Context: an optimization exercise on an open-source flow, tuned for small area, a short achievable clock period and few clock cycles. The choices shown serve that exercise and are no tape-out recipe. Where RTL was checked, it was by simulation tests only, not by an equivalence proof against the original.

==> inputs of willow <==
==> flow/design.v <==
module JAM (
input CLK,
input RST,
output reg [2:0] W,
output reg [2:0] J,
input [6:0] Cost,
output reg [3:0] MatchCount,
output reg [9:0] MinCost,
output reg Valid );
localparam [2:0] PH_HUNG = 3'd0, PH_AUG = 3'd1, PH_TIGHT = 3'd2, PH_RES = 3'd3,
                 PH_RYS = 3'd4, PH_DONE = 3'd5;
localparam [3:0] ROOT = 4'b1000;
integer k;
reg [2:0] ph;
reg       s0v, s0k, s0first, s0last, s0trr, s0lazy, s0zero, s0t, s0pen, s0ante;
reg       spec;            
reg [2:0] specj;
reg [7:0] rem;
reg [2:0] i;             
reg [3:0] j0;            
reg [7:0] used, usedprev;
reg [6:0] Dprev;
reg [8:0] K;
reg [7:0] bestD;         
reg [2:0] bj, bp;
reg       bpv;
reg [7:0] tmask;
reg [2:0] ja;
reg [7:0] M   [0:7];     
reg [6:0] w   [0:7];     
reg [2:0] way [0:7];     
reg [2:0] p   [0:7];
reg [7:0] pv;
reg [7:0] mrd;
reg [6:0] wrd;
reg       s1v, s1k, s1first, s1last, s1trr, s1lazy, s1zero, s1t, s1pen, s1ante;
reg [2:0] s1c;
reg       s2v, s2k, s2first, s2last, s2trr, s2t, s2pen, s2ante;
reg [2:0] s2c;
reg [6:0] cost_q;
reg       upq;
reg [8:0] wq;
reg [7:0] Mq1;
reg       s3v, s3k, s3first, s3last, s3trr, s3t, s3pen, s3ante;
reg [2:0] s3c;
wire      s3rf = (s3c == 3'd0);
wire      s3rl = (s3c == 3'd7);
reg [7:0] yq, Mq2;
reg [2:0] pq;
reg       pvq;
reg [7:0] Rm, Cm, xq;
reg       sgnk;
reg       rlast;
reg       pvld, plast, ppar;
reg [3:0] pq01, pq23, pq45, pq67, pq03, pq47;
reg       pvld2, plast2, ppar2, pvld3, plast3, ppar3;
reg  [7:0] rowb [0:7];
reg  [7:0] F, Fcols;
always @(*) begin
    F = 8'd0; Fcols = 8'd0;
    for (k = 0; k < 8; k = k + 1) begin
        rowb[k] = {M[7][k], M[6][k], M[5][k], M[4][k], M[3][k], M[2][k], M[1][k], M[0][k]} & Cm;
        if (Rm[k] & (rowb[k] != 8'd0) & ((rowb[k] & (rowb[k] - 8'd1)) == 8'd0)) begin
            F[k] = 1'b1;
            Fcols = Fcols | rowb[k];
        end
    end
end
wire [7:0] xn   = ((xq | ~Cm) + 8'd1) & Cm;
function [3:0] pop8;
    input [7:0] b;
    reg [1:0] f0, f1, h0, f2, f3, h1, h2;
    begin
        f0 = b[0] + b[1] + b[2];             
        f1 = b[3] + b[4] + b[5];
        h0 = b[6] + b[7];
        f2 = f0[0] + f1[0] + h0[0];          
        f3 = f0[1] + f1[1] + h0[1];          
        h1 = f2[1] + f3[0];                  
        h2 = f3[1] + h1[1];                  
        pop8 = {h2[1], h2[0], h1[0], f2[0]};
    end
endfunction
reg [3:0] fac [0:7];
reg [3:0] fq  [0:7];
always @(*) begin
    for (k = 0; k < 8; k = k + 1)
        fac[k] = Rm[k] ? pop8({M[7][k], M[6][k], M[5][k], M[4][k], M[3][k], M[2][k], M[1][k], M[0][k]} & xq) : 4'd1;
end
wire [3:0] pr01 = fq[0] * fq[1];
wire [3:0] pr23 = fq[2] * fq[3];
wire [3:0] pr45 = fq[4] * fq[5];
wire [3:0] pr67 = fq[6] * fq[7];
wire [3:0] pr03 = pq01 * pq23;
wire [3:0] pr47 = pq45 * pq67;
wire [3:0] prod = pq03 * pq47;
wire [6:0] wl    = upq ? (wrd + Dprev - mrd[6:0]) : wrd;
wire [8:0] wk    = (s1k | s1first | s1t) ? {2'b00, wl} : ({2'b00, wrd} + K);
wire [8:0] knew  = {1'b0, bestD} - {2'b00, Cost} - {2'b00, wrd};
wire [8:0] yfull = {2'b00, cost_q} + wq;
wire [7:0] ysat  = (yfull[8] | yfull[7]) ? 8'h80 : {1'b0, yfull[6:0]};
wire       c_yB = yq < bestD;
wire       c_MB = Mq2 < bestD;
wire       c_yM = yq < Mq2;
wire       upd  = s3first | c_yM;
wire       take = s3trr | (upd ? c_yB : c_MB);
wire [7:0] nD   = take ? (upd ? yq : Mq2) : bestD;
wire [7:0] c3bit = 8'd1 << s3c;
wire [2:0] nj   = take ? s3c : bj;
wire [7:0] bjbit  = 8'd1 << bj;
wire [7:0] nbit   = take ? c3bit : bjbit;
wire [7:0] nused  = take ? (used | c3bit) : (used | bjbit);
wire [7:0] nrem   = take ? (~used & ~c3bit) : (~used & ~bjbit);
wire [2:0] np   = take ? pq  : bp;
wire       npv  = take ? pvq : bpv;
wire       hscan = s3v & ~s3k & ~s3t;
wire       hend  = hscan & s3last;
wire       hpen  = hscan & s3pen;
wire       hante = hscan & s3ante;
wire       specok = spec & npv & (nj == specj);
wire       tlt   = s3rf | c_yB;
wire       teq   = (yq == bestD);
wire [7:0] nmask = tlt ? c3bit : teq ? (tmask | c3bit) : tmask;
wire       tend  = s3v & s3t & s3rl & (W == 3'd7) & ~s0v;
wire [7:0] rlow  = rem & (~rem + 8'd1);
reg  [2:0] rlowi;
always @(*) begin
    rlowi = 3'd0;
    for (k = 7; k >= 0; k = k - 1) if (rlow[k]) rlowi = k;
end
wire [7:0] remn = rem & ~rlow;
wire [2:0] jwc  = way[ja];
wire [3:0] jw   = {jwc == ja, jwc};
wire       augd = (ph == PH_AUG) & jw[3];
always @(posedge CLK) begin
    s1k <= s0k; s1first <= s0first; s1last <= s0last; s1trr <= s0trr;
    s1lazy <= s0lazy; s1zero <= s0zero; s1t <= s0t;
    s1c <= J; s1pen <= s0pen; s1ante <= s0ante;
    s2k <= s1k; s2first <= s1first; s2last <= s1last; s2trr <= s1trr;
    s2t <= s1t; s2c <= s1c; s2pen <= s1pen; s2ante <= s1ante;
    s3k <= s2k; s3first <= s2first; s3last <= s2last; s3trr <= s2trr;
    s3t <= s2t; s3c <= s2c; s3pen <= s2pen; s3ante <= s2ante;
    mrd <= M[J];
    wrd <= s0zero ? 7'd0 : w[J];
    upq <= s0lazy & usedprev[J];
    cost_q <= Cost;
    wq     <= wk;
    Mq1    <= mrd;
    if (s1v & (s1zero | s1lazy)) w[s1c] <= wl;
    yq  <= ysat;
    Mq2 <= Mq1;
    pq  <= p[s2c];
    pvq <= pv[s2c];
    if (hscan) begin
        if (upd) begin
            M[s3c]   <= yq;
            way[s3c] <= j0[3] ? s3c : j0[2:0];
        end
        bestD <= nD;
        bj    <= nj;
        bp    <= np;
        bpv   <= npv;
    end
    if (hend) ja <= nj;
    if (s3v & s3t) begin
        if (tlt) bestD <= yq;
        tmask <= nmask;
        if (s3rl)
            for (k = 0; k < 8; k = k + 1) M[k] <= {M[k][6:0], nmask[k]};
    end
    if (ph == PH_AUG) begin
        p[ja] <= jw[3] ? i : p[jw[2:0]];
        ja    <= jw[2:0];
    end
    if (augd) begin
        usedprev <= used;
        Dprev    <= bestD[6:0];
    end
    if (tend) begin
        Rm <= 8'hFF;
        Cm <= 8'hFF;
    end
    if (ph == PH_RES) begin
        Rm <= Rm & ~F;
        Cm <= Cm & ~Fcols;
        xq    <= 8'd0;
        sgnk  <= ^Cm;
        rlast <= 1'b0;
        pvld  <= 1'b0;
        plast <= 1'b0;
        pvld2  <= 1'b0;
        plast2 <= 1'b0;
        pvld3  <= 1'b0;
        plast3 <= 1'b0;
        MatchCount <= 4'd0;
    end
    if (ph == PH_RYS) begin
        if (~rlast) xq <= xn;
        if (xq == Cm) rlast <= 1'b1;
        pvld   <= ~rlast;
        plast  <= ~rlast & (xq == Cm);
        pvld2  <= pvld;
        plast2 <= plast;
        pvld3  <= pvld2;
        plast3 <= plast2;
        if (pvld3) MatchCount <= MatchCount + (ppar3 ? (4'd0 - prod) : prod);
    end
    for (k = 0; k < 8; k = k + 1) fq[k] <= fac[k];
    pq01 <= pr01;
    pq23 <= pr23;
    pq45 <= pr45;
    pq67 <= pr67;
    pq03 <= pr03;
    pq47 <= pr47;
    ppar  <= (^xq) ^ sgnk;
    ppar2 <= ppar;
    ppar3 <= ppar2;
end
always @(posedge CLK or posedge RST) begin
    if (RST) begin
        ph <= PH_HUNG;
        W <= 3'd0; J <= 3'd0;
        s0v <= 1'b1; s0k <= 1'b0; s0first <= 1'b1; s0last <= 1'b0; s0trr <= 1'b1;
        s0lazy <= 1'b0; s0zero <= 1'b1; s0t <= 1'b0;
        s0pen <= 1'b0; s0ante <= 1'b0; spec <= 1'b0;
        rem <= 8'hFE;
        i <= 3'd0; j0 <= ROOT;
        used <= 8'd0;
        pv <= 8'd0;
        s1v <= 1'b0; s2v <= 1'b0; s3v <= 1'b0;
        MinCost <= 10'd0; Valid <= 1'b0;
        K <= 9'd0;
    end else begin
        s1v <= s0v; s2v <= s1v; s3v <= s2v;
        if (s1v & s1k) K <= knew;
        if (s0v) begin
            if (s0t) begin
                if ((W == 3'd7) & (J == 3'd7)) begin
                    s0v <= 1'b0;
                end else begin
                    J <= J + 3'd1;
                    if (J == 3'd7) W <= W + 3'd1;
                    s0lazy <= s0lazy & (J != 3'd7);
                end
            end else if (rem == 8'd0) begin
                s0v <= 1'b0;
            end else begin
                J <= rlowi;
                rem <= remn;
                s0k <= 1'b0;
                s0trr <= s0k;
                s0last <= (remn == 8'd0);
                s0pen <= (remn != 8'd0) & ((remn & (remn - 8'd1)) == 8'd0);
                s0ante <= (remn != 8'd0) & ((remn & (remn - 8'd1)) != 8'd0) &
                          (((remn & (remn - 8'd1)) & ((remn & (remn - 8'd1)) - 8'd1)) == 8'd0);
            end
        end
        case (ph)
        PH_HUNG: begin
            if ((hante | (hpen & ~spec)) & npv) begin
                W <= np; J <= nj;
                rem <= nrem;
                s0v <= 1'b1; s0k <= 1'b1; s0first <= 1'b0; s0last <= 1'b0; s0trr <= 1'b0;
                s0lazy <= 1'b0; s0zero <= 1'b0; s0pen <= 1'b0; s0ante <= 1'b0;
                spec <= 1'b1;
                specj <= nj;
            end
            if (hend) spec <= 1'b0;
            if (hend & specok) begin
                used <= nused;
                j0 <= {1'b0, nj};
            end else if (hend) begin
                if (spec) begin
                    s1v <= 1'b0;
                    s2v <= 1'b0;
                end
                if (npv) begin
                    used <= nused;
                    j0 <= {1'b0, nj};
                    W <= np; J <= nj;
                    rem <= nrem;
                    s0v <= 1'b1; s0k <= 1'b1; s0first <= 1'b0; s0last <= 1'b0; s0trr <= 1'b0;
                    s0lazy <= 1'b0; s0zero <= 1'b0; s0pen <= 1'b0; s0ante <= 1'b0;
                end else begin
                    s0v <= 1'b0;
                    ph <= PH_AUG;
                end
            end
        end
        PH_AUG: begin
            pv[ja] <= 1'b1;
            if (jw[3]) begin
                MinCost <= MinCost + {2'd0, bestD};
                used <= 8'd0;
                K <= 9'd0;
                j0 <= ROOT;
                W <= (i == 3'd7) ? 3'd0 : i + 3'd1;
                J <= 3'd0;
                s0v <= 1'b1; s0k <= 1'b0; s0first <= 1'b1; s0last <= 1'b0; s0trr <= 1'b1;
                s0lazy <= 1'b1; s0zero <= 1'b0; s0pen <= 1'b0; s0ante <= 1'b0;
                rem <= 8'hFE;
                if (i == 3'd7) begin
                    ph <= PH_TIGHT;
                    s0t <= 1'b1; s0first <= 1'b0; s0trr <= 1'b0;
                end else begin
                    ph <= PH_HUNG;
                    i <= i + 3'd1;
                end
            end
        end
        PH_TIGHT: begin
            if (tend) ph <= PH_RES;
        end
        PH_RES: begin
            if (F == 8'd0) ph <= PH_RYS;
        end
        PH_RYS: begin
            if (plast3) begin
                ph <= PH_DONE;
                Valid <= 1'b1;
            end
        end
        default: ;
        endcase
    end
end
endmodule
==> flow/run.sh <==
#!/bin/bash
# synth_recipe.tcl (not shown) runs the flow's synth.tcl, then flattens the netlist and writes it again
# the make line also repeats each setting of config.mk as NAME=value (left out here)
make -C /OpenROAD-flow-scripts/flow DESIGN_CONFIG=/design/flow/config.mk WORK_HOME=/design/flow/orfs CLKGATE_MAP_FILE= SYNTH_SCRIPT=/design/flow/synth_recipe.tcl finish
==> flow/config.mk <==
export PLATFORM = sky130hd
export DESIGN_NAME = JAM
export DESIGN_NICKNAME = JAM
export VERILOG_FILES = /design/flow/design.v
export SDC_FILE = /design/flow/constraint.sdc
export NUM_CORES = 4
export LEC_CHECK = 0
export ABC_CLOCK_PERIOD_IN_PS = 2000
export CAP_MARGIN = 20
export CORE_MARGIN = 2
export CORE_UTILIZATION = 40
export SETUP_SLACK_MARGIN = 3.3
export SLEW_MARGIN = 20
==> flow/constraint.sdc <==
create_clock -name core_clock -period 6.0 [get_ports {CLK}]
set_input_delay 1.2000 -clock core_clock [delete_from_list [all_inputs] [get_ports {CLK}]]
set_output_delay 1.2000 -clock core_clock [all_outputs]
set_load 0.01 [all_outputs]
==> indigo (differences from willow) <==
--- a/flow/design.v
+++ b/flow/design.v
@@ -12,9 +12,8 @@
 localparam [3:0] ROOT = 4'b1000;
 integer k;
 reg [2:0] ph;
-reg       s0v, s0k, s0first, s0last, s0trr, s0lazy, s0zero, s0t, s0pen, s0ante;
+reg       s0v, s0k, s0first, s0last, s0trr, s0lazy, s0zero, s0t, s0pen;
 reg       spec;            
-reg [2:0] specj;
 reg [7:0] rem;
 reg [2:0] i;             
 reg [3:0] j0;            
@@ -33,15 +32,15 @@
 reg [7:0] pv;
 reg [7:0] mrd;
 reg [6:0] wrd;
-reg       s1v, s1k, s1first, s1last, s1trr, s1lazy, s1zero, s1t, s1pen, s1ante;
+reg       s1v, s1k, s1first, s1last, s1trr, s1lazy, s1zero, s1t, s1pen;
 reg [2:0] s1c;
-reg       s2v, s2k, s2first, s2last, s2trr, s2t, s2pen, s2ante;
+reg       s2v, s2k, s2first, s2last, s2trr, s2t, s2pen;
 reg [2:0] s2c;
 reg [6:0] cost_q;
 reg       upq;
 reg [8:0] wq;
 reg [7:0] Mq1;
-reg       s3v, s3k, s3first, s3last, s3trr, s3t, s3pen, s3ante;
+reg       s3v, s3k, s3first, s3last, s3trr, s3t, s3pen;
 reg [2:0] s3c;
 wire      s3rf = (s3c == 3'd0);
 wire      s3rl = (s3c == 3'd7);
@@ -69,16 +68,12 @@
 wire [7:0] xn   = ((xq | ~Cm) + 8'd1) & Cm;
 function [3:0] pop8;
     input [7:0] b;
-    reg [1:0] f0, f1, h0, f2, f3, h1, h2;
+    reg [1:0] a0, a1, a2, a3;
+    reg [2:0] c0, c1;
     begin
-        f0 = b[0] + b[1] + b[2];             
-        f1 = b[3] + b[4] + b[5];
-        h0 = b[6] + b[7];
-        f2 = f0[0] + f1[0] + h0[0];          
-        f3 = f0[1] + f1[1] + h0[1];          
-        h1 = f2[1] + f3[0];                  
-        h2 = f3[1] + h1[1];                  
-        pop8 = {h2[1], h2[0], h1[0], f2[0]};
+        a0 = b[0] + b[1]; a1 = b[2] + b[3]; a2 = b[4] + b[5]; a3 = b[6] + b[7];
+        c0 = a0 + a1; c1 = a2 + a3;
+        pop8 = c0 + c1;
     end
 endfunction
 reg [3:0] fac [0:7];
@@ -116,8 +111,7 @@
 wire       hscan = s3v & ~s3k & ~s3t;
 wire       hend  = hscan & s3last;
 wire       hpen  = hscan & s3pen;
-wire       hante = hscan & s3ante;
-wire       specok = spec & npv & (nj == specj);
+wire       specok = spec & ~take & bpv;
 wire       tlt   = s3rf | c_yB;
 wire       teq   = (yq == bestD);
 wire [7:0] nmask = tlt ? c3bit : teq ? (tmask | c3bit) : tmask;
@@ -135,11 +129,11 @@
 always @(posedge CLK) begin
     s1k <= s0k; s1first <= s0first; s1last <= s0last; s1trr <= s0trr;
     s1lazy <= s0lazy; s1zero <= s0zero; s1t <= s0t;
-    s1c <= J; s1pen <= s0pen; s1ante <= s0ante;
+    s1c <= J; s1pen <= s0pen;
     s2k <= s1k; s2first <= s1first; s2last <= s1last; s2trr <= s1trr;
-    s2t <= s1t; s2c <= s1c; s2pen <= s1pen; s2ante <= s1ante;
+    s2t <= s1t; s2c <= s1c; s2pen <= s1pen;
     s3k <= s2k; s3first <= s2first; s3last <= s2last; s3trr <= s2trr;
-    s3t <= s2t; s3c <= s2c; s3pen <= s2pen; s3ante <= s2ante;
+    s3t <= s2t; s3c <= s2c; s3pen <= s2pen;
     mrd <= M[J];
     wrd <= s0zero ? 7'd0 : w[J];
     upq <= s0lazy & usedprev[J];
@@ -222,7 +216,7 @@
         W <= 3'd0; J <= 3'd0;
         s0v <= 1'b1; s0k <= 1'b0; s0first <= 1'b1; s0last <= 1'b0; s0trr <= 1'b1;
         s0lazy <= 1'b0; s0zero <= 1'b1; s0t <= 1'b0;
-        s0pen <= 1'b0; s0ante <= 1'b0; spec <= 1'b0;
+        s0pen <= 1'b0; spec <= 1'b0;
         rem <= 8'hFE;
         i <= 3'd0; j0 <= ROOT;
         used <= 8'd0;
@@ -251,36 +245,30 @@
                 s0trr <= s0k;
                 s0last <= (remn == 8'd0);
                 s0pen <= (remn != 8'd0) & ((remn & (remn - 8'd1)) == 8'd0);
-                s0ante <= (remn != 8'd0) & ((remn & (remn - 8'd1)) != 8'd0) &
-                          (((remn & (remn - 8'd1)) & ((remn & (remn - 8'd1)) - 8'd1)) == 8'd0);
             end
         end
         case (ph)
         PH_HUNG: begin
-            if ((hante | (hpen & ~spec)) & npv) begin
+            if (hpen & npv) begin
                 W <= np; J <= nj;
                 rem <= nrem;
                 s0v <= 1'b1; s0k <= 1'b1; s0first <= 1'b0; s0last <= 1'b0; s0trr <= 1'b0;
-                s0lazy <= 1'b0; s0zero <= 1'b0; s0pen <= 1'b0; s0ante <= 1'b0;
+                s0lazy <= 1'b0; s0zero <= 1'b0; s0pen <= 1'b0;
                 spec <= 1'b1;
-                specj <= nj;
             end
             if (hend) spec <= 1'b0;
             if (hend & specok) begin
-                used <= nused;
-                j0 <= {1'b0, nj};
+                used <= used | bjbit;
+                j0 <= {1'b0, bj};
             end else if (hend) begin
-                if (spec) begin
-                    s1v <= 1'b0;
-                    s2v <= 1'b0;
-                end
+                if (spec) s1v <= 1'b0;
                 if (npv) begin
                     used <= nused;
                     j0 <= {1'b0, nj};
                     W <= np; J <= nj;
                     rem <= nrem;
                     s0v <= 1'b1; s0k <= 1'b1; s0first <= 1'b0; s0last <= 1'b0; s0trr <= 1'b0;
-                    s0lazy <= 1'b0; s0zero <= 1'b0; s0pen <= 1'b0; s0ante <= 1'b0;
+                    s0lazy <= 1'b0; s0zero <= 1'b0; s0pen <= 1'b0;
                 end else begin
                     s0v <= 1'b0;
                     ph <= PH_AUG;
@@ -297,7 +285,7 @@
                 W <= (i == 3'd7) ? 3'd0 : i + 3'd1;
                 J <= 3'd0;
                 s0v <= 1'b1; s0k <= 1'b0; s0first <= 1'b1; s0last <= 1'b0; s0trr <= 1'b1;
-                s0lazy <= 1'b1; s0zero <= 1'b0; s0pen <= 1'b0; s0ante <= 1'b0;
+                s0lazy <= 1'b1; s0zero <= 1'b0; s0pen <= 1'b0;
                 rem <= 8'hFE;
                 if (i == 3'd7) begin
                     ph <= PH_TIGHT;
==> flow/config.mk (replaced) <==
export PLATFORM = sky130hd
export DESIGN_NAME = JAM
export DESIGN_NICKNAME = JAM
export VERILOG_FILES = /design/flow/design.v
export SDC_FILE = /design/flow/constraint.sdc
export NUM_CORES = 4
export LEC_CHECK = 0
export ABC_CLOCK_PERIOD_IN_PS = 2500
export CAP_MARGIN = 20
export CORE_MARGIN = 2
export CORE_UTILIZATION = 55
export SETUP_SLACK_MARGIN = 3.0
export SLEW_MARGIN = 20
==> amber (differences from willow) <==
--- a/flow/design.v
+++ b/flow/design.v
@@ -52,8 +52,8 @@
 reg       sgnk;
 reg       rlast;
 reg       pvld, plast, ppar;
-reg [3:0] pq01, pq23, pq45, pq67, pq03, pq47;
-reg       pvld2, plast2, ppar2, pvld3, plast3, ppar3;
+reg [3:0] pq03, pq47;
+reg       pvld2, plast2, ppar2;
 reg  [7:0] rowb [0:7];
 reg  [7:0] F, Fcols;
 always @(*) begin
@@ -91,8 +91,8 @@
 wire [3:0] pr23 = fq[2] * fq[3];
 wire [3:0] pr45 = fq[4] * fq[5];
 wire [3:0] pr67 = fq[6] * fq[7];
-wire [3:0] pr03 = pq01 * pq23;
-wire [3:0] pr47 = pq45 * pq67;
+wire [3:0] pr03 = pr01 * pr23;
+wire [3:0] pr47 = pr45 * pr67;
 wire [3:0] prod = pq03 * pq47;
 wire [6:0] wl    = upq ? (wrd + Dprev - mrd[6:0]) : wrd;
 wire [8:0] wk    = (s1k | s1first | s1t) ? {2'b00, wl} : ({2'b00, wrd} + K);
@@ -144,6 +144,7 @@
     wrd <= s0zero ? 7'd0 : w[J];
     upq <= s0lazy & usedprev[J];
     cost_q <= Cost;
+    if (s1v & s1k) K <= knew;
     wq     <= wk;
     Mq1    <= mrd;
     if (s1v & (s1zero | s1lazy)) w[s1c] <= wl;
@@ -190,8 +191,6 @@
         plast <= 1'b0;
         pvld2  <= 1'b0;
         plast2 <= 1'b0;
-        pvld3  <= 1'b0;
-        plast3 <= 1'b0;
         MatchCount <= 4'd0;
     end
     if (ph == PH_RYS) begin
@@ -201,20 +200,13 @@
         plast  <= ~rlast & (xq == Cm);
         pvld2  <= pvld;
         plast2 <= plast;
-        pvld3  <= pvld2;
-        plast3 <= plast2;
-        if (pvld3) MatchCount <= MatchCount + (ppar3 ? (4'd0 - prod) : prod);
+        if (pvld2) MatchCount <= MatchCount + (ppar2 ? (4'd0 - prod) : prod);
     end
     for (k = 0; k < 8; k = k + 1) fq[k] <= fac[k];
-    pq01 <= pr01;
-    pq23 <= pr23;
-    pq45 <= pr45;
-    pq67 <= pr67;
     pq03 <= pr03;
     pq47 <= pr47;
     ppar  <= (^xq) ^ sgnk;
     ppar2 <= ppar;
-    ppar3 <= ppar2;
 end
 always @(posedge CLK or posedge RST) begin
     if (RST) begin
@@ -229,10 +221,8 @@
         pv <= 8'd0;
         s1v <= 1'b0; s2v <= 1'b0; s3v <= 1'b0;
         MinCost <= 10'd0; Valid <= 1'b0;
-        K <= 9'd0;
     end else begin
         s1v <= s0v; s2v <= s1v; s3v <= s2v;
-        if (s1v & s1k) K <= knew;
         if (s0v) begin
             if (s0t) begin
                 if ((W == 3'd7) & (J == 3'd7)) begin
@@ -292,7 +282,6 @@
             if (jw[3]) begin
                 MinCost <= MinCost + {2'd0, bestD};
                 used <= 8'd0;
-                K <= 9'd0;
                 j0 <= ROOT;
                 W <= (i == 3'd7) ? 3'd0 : i + 3'd1;
                 J <= 3'd0;
@@ -315,7 +304,7 @@
             if (F == 8'd0) ph <= PH_RYS;
         end
         PH_RYS: begin
-            if (plast3) begin
+            if (plast2) begin
                 ph <= PH_DONE;
                 Valid <= 1'b1;
             end
==> flow/config.mk (replaced) <==
export PLATFORM = sky130hd
export DESIGN_NAME = JAM
export DESIGN_NICKNAME = JAM
export VERILOG_FILES = /design/flow/design.v
export SDC_FILE = /design/flow/constraint.sdc
export NUM_CORES = 4
export LEC_CHECK = 0
export ABC_AREA = 1
export ABC_CLOCK_PERIOD_IN_PS = 2500
export CAP_MARGIN = 20
export CORE_MARGIN = 2
export CORE_UTILIZATION = 40
export SETUP_SLACK_MARGIN = 3.0
export SLEW_MARGIN = 20
==> reports/results.tsv <==
metric	value	unit
largest_class	sequential cells	
synth_top_area_share	28.6	%
die_area	0.0635	mm2
fp.coreArea	0.0606	mm2
cp_slowest_cell	clkdlybuf4s50_1	
p_sw	1420	uW
antenna_found_initial	0	
met3_usage	2.96	%
synth.area.mux_share	0.168	%
syn_inst	2780	
outcome	complete, no violations	
r2r-end	ph[1]	
synth.net_count	2974	
Source of the figures above: amber

==> reports/results.tsv <==
metric	value	unit
fp.coreArea	0.0443	mm2
die_area	0.0466	mm2
p_sw	1410	uW
met3_usage	5.93	%
synth-seq-cells	469	
antenna_found_initial	1	
via_per_inst	6.11	
cp_slowest_cell	fa_1	
synth.area.mux_share	6.61	%
r2r-end	fq[7][2]	
syn_inst	2242	
synth_top_area_share	27.2	%
ff2ff_path_depth	11	
outcome	complete, no violations	
Source of the figures above: indigo

==> reports/results.tsv <==
metric	value	unit
cp_slowest_cell	or4b_4	
antenna_found_initial	0	
fp.coreArea	0.0614	mm2
crit_family	compound AO/OA/AOI/OAI gates	
met3_usage	3.29	%
synth_top_area_share	27.6	%
die_area	0.0637	mm2
largest_class	multi-input gates	
r2r-end	ph[0]	
synth.net_count	2437	
outcome	complete, no violations	
clk_path_buf_depth	3	
syn_inst	2244	
top_regs	M: 64 flops, w: 56 flops, fq: 32 flops	
synth.area.mux_share	6.16	%
Source of the figures above: willow

Testbench counts of willow, summed over its fixed seeds: cycles 3,501.
Testbench counts of amber, summed over its fixed seeds: cycles 3,489.
Only the layout flow was run in indigo; the RTL was not checked for function there.

## static timing again, ports no longer ideal
The results above use ideal ports. As a check the final layouts listed here were re-extracted and re-timed, cells and wires unchanged. Step 1 (the two cells are an assumption about what drives the block):
set clk [get_ports {CLK}]
set_driving_cell -lib_cell sky130_fd_sc_hd__clkbuf_16 $clk
set_driving_cell -lib_cell sky130_fd_sc_hd__buf_2 [delete_from_list [all_inputs] $clk]
Step 2 adds t to the input delays and takes it off the output delays; t is the mean of the earliest and latest rising clock arrival at the registers after step 1. Input paths then give back, and output paths get back, about the clock's delay inside the block. a / b / c = ideal ports / drivers / drivers and shift; a / b = the first two.
run	shift t [ns]	setup WS [ns]	worst setup path at the end	cell pins on the clock port's net
willow	0.662	2.871 / 2.871 / 2.625	input to register	1
indigo	0.643	2.871 / 2.871 / 2.478	input to register	1
amber	0.662	3.058 / 3.003 / 2.452	input to register	1
After both steps setup and hold are still met in every run listed. The setup slack of amber, which loses most, moves by -0.055 ns with the drivers and by -0.606 ns with both steps.
